What follows belongs to an exercise in optimizing a design on an open flow for small area and a short achievable clock period; a production flow would make more cautious choices.
Where RTL was checked, it was by simulation tests only, not by an equivalence proof against the original.
Power figures rest on the tool's default switching activity, not on a simulated workload.

run C:
// pipecpu
module pipecpu(clk, rst, instr, readdata, PC, MemWrite, aluout, writedata);
Size in the first run: about 6300 cells after synthesis, ~1400 flip-flops.
==> flow/config.mk <==
export PLATFORM = sky130hd
export DESIGN_NAME = pipecpu
export DESIGN_NICKNAME = pipecpu
export VERILOG_FILES = /design/flow/design.v
export SDC_FILE = /design/flow/constraint.sdc
export NUM_CORES = 8
export LEC_CHECK = 0
export CAP_MARGIN = 20
export CORE_MARGIN = 2
export CORE_UTILIZATION = 50
export CTS_CLUSTER_DIAMETER = 85
export CTS_CLUSTER_SIZE = 25
export PLACE_DENSITY = 0.75
export SLEW_MARGIN = 20
export SYNTH_HIERARCHICAL = 1
==> flow/constraint.sdc <==
create_clock -name core_clock -period 12.5 [get_ports {clk}]
set_input_delay 2.5000 -clock core_clock [delete_from_list [all_inputs] [get_ports {clk}]]
set_output_delay 2.5000 -clock core_clock [all_outputs]
set_load 0.01 [all_outputs]
standard.sh (not shown) runs the stock make flow with config.mk's settings and CLKGATE_MAP_FILE= SYNTH_SCRIPT=/design/flow/synth_recipe.tcl, a recipe that flattens the netlist after the stock synthesis.
==> flow/flow/run.sh <==
#!/bin/bash
# The standard layout, with:
# - synthesis: the standard flow's own synthesis script, with a delay-driven ABC script
#   (strash; dch; map -D; buffer; upsize; dnsize) for the final technology
#   mapping in place of ORFS's abc_speed.script; registers are untouched;
# - timing repair aiming well below the clock period (the SDC is unchanged);
# - plain buffers on the ports;
# - without the slow two-stage OR / AND cells (the platform's don't-use cells
#   stay don't-use).
set -euo pipefail
W=$(pwd)
cat > "$W/synth_abc.tcl" <<EOT
proc abc {args} {
   set rest {}
   set skip 0
   foreach a \$args {
      if {\$skip} { set skip 0; continue }
      if {\$a eq "-script"} { set skip 1; continue }
      lappend rest \$a
   }
   yosys abc -script "+strash;dch;map,-D,1100;buffer;upsize,-D,1100;dnsize,-D,1100" {*}\$rest
}
source $W/synth_recipe.tcl
EOT
DONT_USE="sky130_fd_sc_hd__probe_p_8 sky130_fd_sc_hd__probec_p_8 sky130_fd_sc_hd__lpflow_bleeder_1 sky130_fd_sc_hd__lpflow_clkbufkapwr_1 sky130_fd_sc_hd__lpflow_clkbufkapwr_16 sky130_fd_sc_hd__lpflow_clkbufkapwr_2 sky130_fd_sc_hd__lpflow_clkbufkapwr_4 sky130_fd_sc_hd__lpflow_clkbufkapwr_8 sky130_fd_sc_hd__lpflow_clkinvkapwr_1 sky130_fd_sc_hd__lpflow_clkinvkapwr_16 sky130_fd_sc_hd__lpflow_clkinvkapwr_2 sky130_fd_sc_hd__lpflow_clkinvkapwr_4 sky130_fd_sc_hd__lpflow_clkinvkapwr_8 sky130_fd_sc_hd__lpflow_decapkapwr_12 sky130_fd_sc_hd__lpflow_decapkapwr_3 sky130_fd_sc_hd__lpflow_decapkapwr_4 sky130_fd_sc_hd__lpflow_decapkapwr_6 sky130_fd_sc_hd__lpflow_decapkapwr_8 sky130_fd_sc_hd__lpflow_inputiso0n_1 sky130_fd_sc_hd__lpflow_inputiso0p_1 sky130_fd_sc_hd__lpflow_inputiso1n_1 sky130_fd_sc_hd__lpflow_inputiso1p_1 sky130_fd_sc_hd__lpflow_inputisolatch_1 sky130_fd_sc_hd__lpflow_isobufsrc_1 sky130_fd_sc_hd__lpflow_isobufsrc_16 sky130_fd_sc_hd__lpflow_isobufsrc_2 sky130_fd_sc_hd__lpflow_isobufsrc_4 sky130_fd_sc_hd__lpflow_isobufsrc_8 sky130_fd_sc_hd__lpflow_isobufsrckapwr_16 sky130_fd_sc_hd__lpflow_lsbuf_lh_hl_isowell_tap_1 sky130_fd_sc_hd__lpflow_lsbuf_lh_hl_isowell_tap_2 sky130_fd_sc_hd__lpflow_lsbuf_lh_hl_isowell_tap_4 sky130_fd_sc_hd__lpflow_lsbuf_lh_isowell_4 sky130_fd_sc_hd__lpflow_lsbuf_lh_isowell_tap_1 sky130_fd_sc_hd__lpflow_lsbuf_lh_isowell_tap_2 sky130_fd_sc_hd__lpflow_lsbuf_lh_isowell_tap_4 sky130_fd_sc_hd__a2111o_1 sky130_fd_sc_hd__a2111o_2 sky130_fd_sc_hd__a2111o_4 sky130_fd_sc_hd__and4_1 sky130_fd_sc_hd__and4_2 sky130_fd_sc_hd__and4_4 sky130_fd_sc_hd__and4b_1 sky130_fd_sc_hd__and4b_2 sky130_fd_sc_hd__and4b_4 sky130_fd_sc_hd__and4bb_1 sky130_fd_sc_hd__and4bb_2 sky130_fd_sc_hd__and4bb_4 sky130_fd_sc_hd__o2111a_1 sky130_fd_sc_hd__o2111a_2 sky130_fd_sc_hd__o2111a_4 sky130_fd_sc_hd__or3_1 sky130_fd_sc_hd__or3_2 sky130_fd_sc_hd__or3_4 sky130_fd_sc_hd__or3b_1 sky130_fd_sc_hd__or3b_2 sky130_fd_sc_hd__or3b_4 sky130_fd_sc_hd__or4_1 sky130_fd_sc_hd__or4_2 sky130_fd_sc_hd__or4_4 sky130_fd_sc_hd__or4b_1 sky130_fd_sc_hd__or4b_2 sky130_fd_sc_hd__or4b_4 sky130_fd_sc_hd__or4bb_1 sky130_fd_sc_hd__or4bb_2 sky130_fd_sc_hd__or4bb_4 "
bash standard.sh "SYNTH_SCRIPT=$W/synth_abc.tcl" SETUP_SLACK_MARGIN=8.5 "BUFFER_PORTS_ARGS=-buffer_cell sky130_fd_sc_hd__buf_4" "DONT_USE_CELLS=$DONT_USE" finish > standard_flow.log 2>&1
The flow did not stop early for run C: all stages ran, and the layout cleared the timing, DRC and antenna checks.
Relative to run C, the following input files were edited for run E:
diff --git a/flow/design.v b/flow/design.v
--- a/flow/design.v
+++ b/flow/design.v
@@ -10,13 +10,15 @@
    localparam OP_ADD = 0, OP_AND = 1, OP_OR = 2, OP_XOR = 3, OP_NOR = 4,
               OP_SLT = 5, OP_SLL = 6, OP_SRL = 7, OP_SRA = 8;
    reg  [31:0] dinst;
    reg         fea, feb;
    reg         fla, flb;
    reg         fxa, fxb;
-   reg  [31:0] pcn, bpcr;        
+   reg  [31:0] pcnn, bpcrn;
+   wire [31:0] pcn = ~pcnn;
+   wire [31:0] bpcr = ~bpcrn;
    reg  [31:0] ea, eb, es;       
    reg         ecin;             
    reg  [4:0]  esa;              
    reg  [8:0]  eop;
    reg  [4:0]  ern;
    reg         ewreg, em2reg, ewmem;
@@ -154,24 +156,29 @@
    wire [31:0] bpc = pcn + {{14{dinst[15]}}, dinst[15:0], 2'b00};
    wire [31:0] jpc = {pcn[31:28], dinst[25:0], 2'b00};
    wire [31:0] pci;       
    wire [31:0] pc4 = pci + 32'd4;
    wire [31:0] npc = stall ? pci : i_jr ? a : (i_j | i_jal) ? jpc : pc4;
    always @(posedge clk or posedge rst) begin
-      if (rst) pcn <= 32'd0;
-      else pcn <= npc;
+      if (rst) pcnn <= 32'hffffffff;
+      else pcnn <= ~npc;
    end
    generate
-      for (gi = 0; gi < 4; gi = gi + 1) begin : g_pc
-         pc_sel psel (.clk(clk), .rst(rst), .ntaken(ntaken), .bpc(bpcr[gi*8 +: 8]),
-                      .pcn(pcn[gi*8 +: 8]), .pc(PC[gi*8 +: 8]));
-         pc_sel isel (.clk(clk), .rst(rst), .ntaken(ntaken), .bpc(bpcr[gi*8 +: 8]),
-                      .pcn(pcn[gi*8 +: 8]), .pc(pci[gi*8 +: 8]));
+      for (gi = 0; gi < 8; gi = gi + 1) begin : g_pc
+         pc_sel psel (.clk(clk), .ntaken(ntaken), .bpcn(bpcrn[gi*4 +: 4]),
+                      .pcnn(pcnn[gi*4 +: 4]), .pc(PC[gi*4 +: 4]));
+      end
+      for (gi = 0; gi < 2; gi = gi + 1) begin : g_pci
+         pci_sel isel (.clk(clk), .ntaken(ntaken), .bpcn(bpcrn[gi*16 +: 16]),
+                       .pcnn(pcnn[gi*16 +: 16]), .pc(pci[gi*16 +: 16]));
       end
    endgenerate
-   always @(posedge clk) bpcr <= bpc;
+   always @(posedge clk or posedge rst) begin
+      if (rst) bpcrn <= 32'hffffffff;
+      else bpcrn <= ~bpc;
+   end
    always @(posedge clk or posedge rst) begin
       if (rst) dinst <= 32'd0;
       else if (!stall) dinst <= instr;
    end
    wire dsub = i_sub | i_beq | i_bne | i_slt;
    wire [8:0] dop;
@@ -305,17 +312,22 @@
    wire eq_add = &(~(x ^ p ^ cin_i));
    wire eq_ls = &(~(els ^ x));
    wire eq_n = &(~(ao ^ bo));
    wire eq = m_same | (m_n & eq_n) | (m_add & eq_add) | (m_ls & eq_ls);
    assign taken = beq & eq | bne & ~eq;
 endmodule
-module pc_sel(clk, rst, ntaken, bpc, pcn, pc);
-   input        clk, rst, ntaken;
-   input  [7:0] bpc, pcn;
-   output [7:0] pc;
+module pc_sel(clk, ntaken, bpcn, pcnn, pc);
+   input        clk, ntaken;
+   input  [3:0] bpcn, pcnn;
+   output [3:0] pc;
    reg taken;
-   always @(posedge clk or posedge rst) begin
-      if (rst) taken <= 1'b0;
-      else taken <= ntaken;
-   end
-   assign pc = taken ? bpc : pcn;
+   always @(posedge clk) taken <= ntaken;
+   assign pc = ~(taken ? bpcn : pcnn);
+endmodule
+module pci_sel(clk, ntaken, bpcn, pcnn, pc);
+   input         clk, ntaken;
+   input  [15:0] bpcn, pcnn;
+   output [15:0] pc;
+   reg taken;
+   always @(posedge clk) taken <= ntaken;
+   assign pc = ~(taken ? bpcn : pcnn);
 endmodule
- From run C to run E the numbers moved as follows: total design power rose 1.3%, combined global-route utilization of all metal layers fell 1.1 points.
- Compared with run C, in run E clock skew closely matched the old numbers; wire length of the first global-routing pass down about 2.4%; layout buffer count excluding clock buffers went down by about 6%; switching share of total power saw little to no change.
- Run C reports its start point of the critical path as g_pc[1].psel.taken$_DFF_PP0_ while run E reports g_rd[1].rda.sel[28]$_DFF_PP0_.
- Against run C, final estimated routing congestion in global placement in run E fell slightly.
- Delta (run E minus run C): met1 layer wirelength in the final routing +930 µm, core utilization ~0 delta, via count -0.73%.
- Instance count on the critical path delta for run E relative to run C: 12 higher
Only the layout flow was run in run E; the RTL was not checked for function there.

re-timing with driven ports:
Ports are ideal in the flow. The routed layouts listed here were re-timed in OpenROAD.
Step 1, drivers: a clkbuf_16 drives clk and a buf_2 each remaining input, both assumed.
Step 2 moves the port delays by t, midway between the first and last clock arrival at a register: inputs arrive t later, outputs are due t later. That takes back most of the time a late clock gives input paths.
Three values: no drivers, after step 1, after step 2; two values: the first two.
| run | t (ns) | setup slack, ns | latest minus earliest clock arrival (ns) | worst slew at a driven data input, ns | cell pins on the clock port's net |
|---|---|---|---|---|---|
| run C | 0.810 | 8.222 / 8.146 / 7.608 | 0.056 / 0.056 | 0.18 | 1 |
| run E | 0.797 | 8.246 / 8.246 / 7.518 | 0.060 / 0.060 | 0.25 | 1 |
After both steps every run listed still meets setup and hold. The setup slack of run E, which loses most, moves by 0.000 ns with the drivers and by -0.728 ns with both steps.
